This design comes from an exercise in tuning for small area, a short achievable clock period and few clock cycles on the open sky130 flow, not from production work. Function was checked by simulation only, so behaviour that the tests miss may differ from the original. No activity file was given, so power comes from the tool's default toggle rates.

==> flow/design.v <==
module control_top(
    output logic [15:0] imem_addr,
    input  logic [31:0] imem_rdata,
    output logic [15:0] dmem_addr,
    output logic [63:0] dmem_wdata,
    output logic dmem_we,
    input  logic [63:0] dmem_rdata,
    output logic halted,
    input logic clk,
    input logic reset
);
logic [31:0] pcF;
logic        vecF;           
logic [31:0] pcI;
logic        vI, vecI;
logic [31:0] IR, pcD;
logic        vD;
logic [63:0] opA, opB, sdE;
logic [31:0] altE;           
logic        vE;
logic [4:0]  rdE;            
logic        ldE, stE, brE, jalrE, excE, brkE, predE;
logic [2:0]  f3E;
logic        subE, selSumE, selAndE, selSltE, selShE, selLinkE;
logic        shLeftE, shArithE, shZeroE;
logic [4:0]  shamtE;
logic [63:0] resM;
logic [15:0] addrM;
logic [4:0]  rdM;
logic        ldM, stM;
logic [2:0]  f3M;
logic [63:0] resW;
logic [4:0]  rdW;
logic        ldW;
logic [2:0]  f3W;
logic [63:0] rf [1:31];
logic [31:1] rfv;            
logic        haltR;
logic [63:0] ldata, finalW;
always_comb begin
    case (f3W)
        3'b010:  ldata = {31'b0, dmem_rdata[63], dmem_rdata[31:0]};
        3'b001:  ldata = {47'b0, dmem_rdata[63], dmem_rdata[15:0]};
        3'b100:  ldata = {56'b0, dmem_rdata[7:0]};
        default: ldata = dmem_rdata;
    endcase
end
assign finalW = ldW ? ldata : resW;
always_ff @(posedge clk or posedge reset) begin
    if (reset)
        rfv <= '0;
    else if (rdW != 5'd0)
        rfv[rdW] <= 1'b1;
end
always_ff @(posedge clk) begin
    for (int i = 1; i < 32; i++)
        if (rdW == 5'(i))
            rf[i] <= finalW;
end
logic [63:0] bx, sum, resE, shOut, shl, shr, sra;
logic        lt, eq, taken, mispred, redirE, excRedir;
logic [31:0] tgtE;
assign bx  = opB ^ {64{subE}};
assign sum = opA + bx + {63'b0, subE};
assign lt  = (opA[63] != opB[63]) ? opA[63] : sum[63];
assign eq  = (opA == opB);
assign shl = opA << shamtE;
assign sra = $signed(opA) >>> shamtE;
assign shr = shArithE ? sra : (opA >> shamtE);
assign shOut = shZeroE ? 64'd0 : (shLeftE ? shl : shr);
always_comb begin
    resE = ({64{selSumE}}  & sum)
         | ({64{selAndE}}  & (opA & opB))
         | ({64{selSltE}}  & {63'b0, lt})
         | ({64{selShE}}   & shOut)
         | ({64{selLinkE}} & {32'b0, altE});
end
always_comb begin
    case (f3E)
        3'b000:  taken = eq;
        3'b001:  taken = !eq;
        3'b100:  taken = lt;
        default: taken = !lt;    
    endcase
end
assign mispred = brE && (taken != predE);
assign redirE  = vE && (mispred || jalrE || excE);
assign excRedir = vE && excE;
assign tgtE = jalrE ? sum[31:0] : excE ? 32'd254 : altE;
logic brkNow, killAll;
assign brkNow  = vE && brkE;
assign killAll = brkNow || haltR;
logic [6:0] opc;
logic [2:0] f3;
logic [4:0] rs1, rs2, rdD;
assign opc = IR[6:0];
assign f3  = IR[14:12];
assign rs1 = IR[19:15];
assign rs2 = IR[24:20];
assign rdD = IR[11:7];
logic isR, isI, isU, isL, isS, isBop, isJRop, isJ, isSys;
assign isR    = opc == 7'b0110011;
assign isI    = opc == 7'b0010011;
assign isU    = opc == 7'b0110111;
assign isL    = opc == 7'b0000011;
assign isS    = opc == 7'b0100011;
assign isBop  = opc == 7'b1100011;
assign isJRop = opc == 7'b1100111;
assign isJ    = opc == 7'b1101111;
assign isSys  = opc == 7'b1110011;
logic isJalr, bf3, isBr, isExc, isBrk, writes, useRs1, useRs2;
assign isJalr = isJRop && f3 == 3'b000;
assign bf3    = (f3 == 3'b001) || (f3 == 3'b100) || (f3 == 3'b101);
assign isBr   = (isBop && (f3 == 3'b000 || bf3)) || (isJRop && bf3);
assign isExc  = !(isR || isI || isU || isL || isS || isBop || isJRop || isJ || isSys);
assign isBrk  = IR == 32'h00100073;
assign writes = isR || isI || isU || isL || isJ || isJalr;
assign useRs1 = isR || isI || isL || isS || isBr || isJalr;
assign useRs2 = isR || isS || isBr;
logic [31:0] offB, offJ, offD, tgtD, pcp4D;
logic        brZero, jZero, predD, redirD;
assign offB = (f3 == 3'b000) ? {{20{IR[31]}}, IR[31:20]}
                             : {{20{IR[30]}}, IR[30:25], IR[11:8], 2'b00};
assign offJ = {{12{IR[19]}}, IR[19:12], IR[20], IR[30:21], 1'b0};
assign brZero = (f3 == 3'b000) ? (IR[31:20] == 12'd0) : ({IR[30:25], IR[11:8]} == 10'd0);
assign jZero  = ({IR[19:12], IR[20], IR[30:21]} == 19'd0);
assign offD  = isJ ? offJ : offB;
assign pcp4D = pcD + 32'd4;
assign tgtD  = pcp4D + offD;
logic brD;       
assign brD   = isBr && !brZero;
assign predD = (brD && offB[31]) || (isJ && !jZero);
logic [63:0] immD;
always_comb begin
    if (isU)
        immD = {{32{IR[31]}}, IR[31:12], 12'b0};
    else if (isS)
        immD = {{52{IR[31]}}, IR[31:25], IR[11:7]};
    else if (isL && f3 == 3'b100)
        immD = {52'b0, IR[31:20]};
    else
        immD = {{52{IR[31]}}, IR[31:20]};
end
logic [63:0] rf1, rf2, v1, v2;
always_comb begin
    rf1 = '0;
    rf2 = '0;
    for (int i = 1; i < 32; i++) begin
        rf1 = rf1 | ({64{rs1 == 5'(i) && rfv[i]}} & rf[i]);
        rf2 = rf2 | ({64{rs2 == 5'(i) && rfv[i]}} & rf[i]);
    end
end
logic h1E, h1M, h1W, h2E, h2M, h2W;
assign h1E = rdE != 5'd0 && rs1 == rdE;
assign h1M = rdM != 5'd0 && rs1 == rdM;
assign h1W = rdW != 5'd0 && rs1 == rdW;
assign h2E = rdE != 5'd0 && rs2 == rdE;
assign h2M = rdM != 5'd0 && rs2 == rdM;
assign h2W = rdW != 5'd0 && rs2 == rdW;
assign v1 = h1E ? resE : h1M ? resM : h1W ? finalW : rf1;
assign v2 = h2E ? resE : h2M ? resM : h2W ? finalW : rf2;
logic stallD;
assign stallD = vD && ((useRs1 && ((h1E && ldE) || (h1M && ldM))) ||
                       (useRs2 && ((h2E && ldE) || (h2M && ldM))));
assign redirD = vD && !stallD && predD && !redirE && !killAll;
logic refetch, vecRedir;
assign refetch  = stallD && vI && !redirE && !killAll;
assign vecRedir = vI && vecI;
logic [31:0] pcF_next;
always_comb begin
    if (redirE)        pcF_next = tgtE;
    else if (redirD)   pcF_next = tgtD;
    else if (refetch)  pcF_next = pcI;
    else if (vecRedir) pcF_next = imem_rdata;
    else               pcF_next = pcF + 32'd4;
end
assign imem_addr = pcF[15:0];
always_ff @(posedge clk or posedge reset) begin
    if (reset) begin
        pcF  <= '0;
        vecF <= 1'b0;
        vI   <= 1'b0;
        vecI <= 1'b0;
        vD   <= 1'b0;
        vE   <= 1'b0;
        haltR <= 1'b0;
    end else begin
        pcF  <= pcF_next;
        vecF <= excRedir;
        vI   <= !(redirE || redirD || refetch || vecRedir || killAll);
        vecI <= vecF;
        if (stallD)
            vD <= vD && !redirE && !killAll;
        else
            vD <= vI && !vecI && !redirE && !redirD && !killAll;
        vE   <= vD && !stallD && !redirE && !killAll;
        if (brkNow)
            haltR <= 1'b1;
    end
end
always_ff @(posedge clk) begin
    pcI <= pcF;
    if (!stallD) begin
        IR  <= imem_rdata;
        pcD <= pcI;
    end
end
logic goE;
assign goE = vD && !stallD && !redirE && !killAll;
always_ff @(posedge clk or posedge reset) begin
    if (reset) begin
        rdE   <= '0;
        ldE   <= 1'b0;
        stE   <= 1'b0;
        brE   <= 1'b0;
        jalrE <= 1'b0;
        excE  <= 1'b0;
        brkE  <= 1'b0;
    end else begin
        rdE   <= (goE && writes) ? rdD : 5'd0;
        ldE   <= goE && isL;
        stE   <= goE && isS;
        brE   <= goE && brD;
        jalrE <= goE && isJalr;
        excE  <= goE && isExc;
        brkE  <= goE && isBrk;
    end
end
always_ff @(posedge clk) begin
    opA  <= isU ? 64'd0 : v1;
    opB  <= (isR || isBr) ? v2 : immD;
    sdE  <= v2;
    altE <= (brD && !predD) ? tgtD : pcp4D;
    predE <= predD;
    f3E  <= f3;
    subE <= isBr || ((isR || isI) && f3 == 3'b010) || (isR && f3 == 3'b000 && IR[31:29] != 3'b000);
    selLinkE <= isJ || isJalr;
    selSltE  <= (isR || isI) && f3 == 3'b010;
    selAndE  <= isR && f3 == 3'b111;
    selShE   <= isI && (f3 == 3'b001 || f3 == 3'b101);
    selSumE  <= !(isJ || isJalr || ((isR || isI) && f3 == 3'b010) || (isR && f3 == 3'b111) ||
                  (isI && (f3 == 3'b001 || f3 == 3'b101)));
    shLeftE  <= f3 == 3'b001;
    shArithE <= IR[29:24] == 6'b010000;
    shZeroE  <= IR[25];
    shamtE   <= IR[24:20];
end
logic [63:0] stData;
always_comb begin
    case (f3E)
        3'b010:  stData = {32'b0, sdE[31:0]};
        3'b001:  stData = {48'b0, sdE[15:0]};
        3'b000:  stData = {56'b0, sdE[7:0]};
        default: stData = sdE;
    endcase
end
always_ff @(posedge clk or posedge reset) begin
    if (reset) begin
        rdM <= '0;
        ldM <= 1'b0;
        stM <= 1'b0;
        rdW <= '0;
        ldW <= 1'b0;
    end else begin
        rdM <= rdE;
        ldM <= ldE;
        stM <= stE;
        rdW <= rdM;
        ldW <= ldM;
    end
end
always_ff @(posedge clk) begin
    resM  <= stE ? stData : resE;
    addrM <= sum[15:0];
    f3M   <= f3E;
    resW  <= resM;
    f3W   <= f3M;
end
assign dmem_addr  = addrM;
assign dmem_wdata = resM;
assign dmem_we    = stM;
assign halted     = haltR;
endmodule
==> flow/run.sh <==
#!/bin/bash
# synth_recipe.tcl (not shown) runs the flow's synth.tcl, then flattens the netlist and writes it again
# the make line also repeats each setting of config.mk as NAME=value (left out here)
make -C /OpenROAD-flow-scripts/flow DESIGN_CONFIG=/design/flow/config.mk WORK_HOME=/design/flow/orfs CLKGATE_MAP_FILE= SYNTH_SCRIPT=/design/flow/synth_recipe.tcl finish
==> flow/config.mk <==
export PLATFORM = sky130hd
export DESIGN_NAME = control_top
export DESIGN_NICKNAME = control_top
export VERILOG_FILES = /design/flow/design.v
export SDC_FILE = /design/flow/constraint.sdc
export NUM_CORES = 8
export LEC_CHECK = 0
export CAP_MARGIN = 20
export CORE_MARGIN = 2
export CORE_UTILIZATION = 30
export SLEW_MARGIN = 20
==> flow/constraint.sdc <==
create_clock -name core_clock -period 10.0 [get_ports {clk}]
set_input_delay 2.0000 -clock core_clock [delete_from_list [all_inputs] [get_ports {clk}]]
set_output_delay 2.0000 -clock core_clock [all_outputs]
set_load 0.01 [all_outputs]
==> reports/metrics.csv <==
metric,value,unit
cts_tree,built,
drc_errors,0,
synth_edf_count,2048,
grt_max_degree,130,
grt-ovfl-total,0,
fill_cells,38800,
finalSetupTns,0,ns
io_pins,196,
syn_area,120000,sq um
drv_slew,0,
clkSinkCount,2565,
numCtsBuffers,268,
seq_area_frac_synth,60.2,%
wl_per_cell,41.9,microns
ys.flop_type,edfxtp_1,
fmaxAchievable,165,MHz
outcome,timing/DRC/antenna clean,
wirelength,624000,microns
hold_buffers,0,
critPathLaunch,subE$_DFF_P_,
endpoint_kind,flop,
path_class,flop to flop,
core_area,399000,sq um
crit_required,10.76,ns
htree_levels,5,
hp-start,f3M[2]$_DFF_P_,
syn-num-nets,9691,
setup_viol,0,
worst_slack,3.95,ns
routed_via_density,7.04,
synth_top_area_cell,edfxtp_1,
cts_buffer_depth,4,
synth.top_cells.by_area,"edfxtp_1 51%, dfxtp_1 7.1%, a22o_1 5.5%",
drtIter0Drc,22900,
avgSynthCellArea,12.7,sq um
period_share,60.5,%
whs_path_depth,0,
post-place-ws,4.18,ns
initial_core_util,30.1,%
syn_to_final_growth,14.5,%
whs_endpoint,f3W[2]$_DFF_P_,
fin_nets,9654,
power_density,186,nW/um^2
grt.total_usage,29.2,%
r2r_cells,14,
cts_setup_buffers,0,
gp_congestion,0.970,
num_rows,232,
antenna_found_initial,43,
portBuffers,195,
dp_hpwl,363000,microns
r2r_setup_slack,3.95,ns
worstPathArrival,6.81,ns
critPathLaunchType,flop,
worstReg2RegStart,subE$_DFF_P_,
yosysUniqueCellTypes,99,
ys_warn_count,2,
post_cts_resized,0,
ant_nets,0,
p_leak,0.0457,uW
fin_cells,14900,
synth_top_area_share,51.2,%
die_h,637,microns
ys_ff_latch,2565,
clock_latency,0.94,ns
die_area,405000,sq um
rsz0062_at_grt,false,
grt_pass1_vias,96600,
hold_path_class,flop to flop,
grt_pass1_wl,828000,microns
num_vias,105000,
skew,0.0900,ns
final_common_cell,edfxtp_1,
worstPathMaxFanout,45,
post-route-min-period,6.05,ns
synth_cells,9420,
irDropWorstVdd,0.000118,V
slew_headroom,10.7,%
p_total,25600,uW
drive_gt1_share,11.3,%
tightest_slew,1.33,ns
place_inst,14400,
clkTransAtPathRegs,0.07,ns
r2r_end,pcF[17]$_DFF_PP0_,
cts_root_buf,clkbuf_16,
async_flop_share,3.63,%
firstDrtPassIters,11,
final_cell_mix,"2048 x edfxtp_1, 744 x a22o_1, 702 x a221oi_1",
dieWidth,637,microns
drv_cap,0,
hold_violations,0,
==> worst max-delay path, stage by stage (launching register included) <==
cell and delay [ns]:
dfxtp_4 0.58, buf_4 0.69, xor2_1 0.18, ha_1 0.45, a21oi_1 0.24, o21ai_0 0.13, o21ba_2 0.30, o21ba_1 0.12
o21ai_0 0.19, a31o_2 0.32, nor2_2 0.22, mux2i_1 0.82, mux2_4 0.56, and2_4 0.55, mux2_2 0.39
==> final cells by class <==
class,instances,area (sq um),share of cell area [%]
diodes,27,67.6,0.0491
clock buffers,340,7380,5.37
clock inverters,138,1330,0.969
inverters,66,254,0.185
multi-input cells,5982,44900,32.6
flip-flops and latches,2565,72300,52.6
well taps,5265,6590,4.79
repair buffers,500,4660,3.39
==> synth_stat cells (255+ instances only) <==
library cell	n
nand2_1	351
edfxtp_1	2048
a211oi_1	255
a221oi_1	702
a22oi_1	447
dfxtp_1	424
a22o_1	754
clkbuf_1	429
nor2_1	600
nor3_1	269
a21oi_1	271
nand4_1	271
==> routing by layer <==
layer  share of wire [%]  GRT usage [%]  routed length (microns)
met5               0.077          0.272                      480
met4                 9.5           21.7                    59300
met3                  17           12.0                   103000
met2                  41           42.4                   255000
met1                  33           34.4                   205000
==> state kept, by name (all words and copies together) (netlist names), 3 cells and up <==
signal and cells:
rdM 5, rdE 5, shamtE 5, altE 32
resM 64, f3M 3, rdW 5, opA 64
sdE 64, addrM 16, pcD 32, rf 1984
resW 64, opB 64, f3W 3, IR 32
rfv 31, pcI 32, pcF 32, f3E 3
==> cells by family (layout without fill, tap and decap cells) <==
family | after synthesis | after routing | synth area share [%]
compound gates | 3288 | 3288 | 21.5
flops | 2565 | 2565 | 60.2
simple gates | 1997 | 1997 | 8.02
buf+inv | 873 | 1044 | 3.00
mux | 295 | 295 | 3.74
xor+xnor | 229 | 229 | 1.67
fa+ha+maj | 173 | 173 | 1.82
other cells | 0 | 27 | 0
==> worst max path at each step <==
stage / to / slack (ns) / cells past startpoint
2_1_floorplan: rf[5][0]$_DFFE_PN_ / 4.06 / 5
3_3_place_gp: pcF[17]$_DFF_PP0_ / 3.92 / 11
3_5_place_dp: pcF[17]$_DFF_PP0_ / 4.18 / 14
4_1_cts: pcF[17]$_DFF_PP0_ / 4.17 / 14
5_1_grt: pcF[17]$_DFF_PP0_ / 3.97 / 14
6_report: pcF[17]$_DFF_PP0_ / 3.95 / 14
==> power breakdown <==
group / total, uW / internal (uW) / switching [uW] / leakage [uW]
combinational: 2710 / 1010 / 1700 / 0.0182
sequential: 12600 / 12100 / 548 / 0.0232
clock: 10300 / 5780 / 4480 / 0.00426
==> metrics by stage <==
stage | utilization, % | cell area [sq um] | hold slack [ns]
CTS | 34.4 | 137000 | 0.341
finish | 34.5 | 138000 | 0.336
global placement | 32.2 | 129000 | 0.313
detailed placement | 32.2 | 129000 | 0.312
floorplan | - | 120000 | 0.310
global route | 34.5 | 137000 | 0.350
Testbench counts, summed over its fixed seeds: cycles 37,344.

-- re-timing with driven ports --
No port has a modelled driver above. Below, the same layout with a new extraction and two added sets of constraints.
Step 1 assumes that a clkbuf_16 drives the clock port and a buf_2 every other input.
Step 2 moves the port delays by t, midway between the first and last clock arrival at a register: inputs arrive t later, outputs are due t later. That takes back most of the time a late clock gives input paths.
Slacks: no drivers / after step 1 / after step 2; pairs: no drivers / after step 1.
t, ns: 1.008
setup WS [ns]: 3.948 / 3.948 / 3.948
worst setup path after step 2: register to register
After both steps setup and hold are still met in this run. For this run, drivers alone change the setup slack by 0.000 ns; drivers and shift together by 0.000 ns.
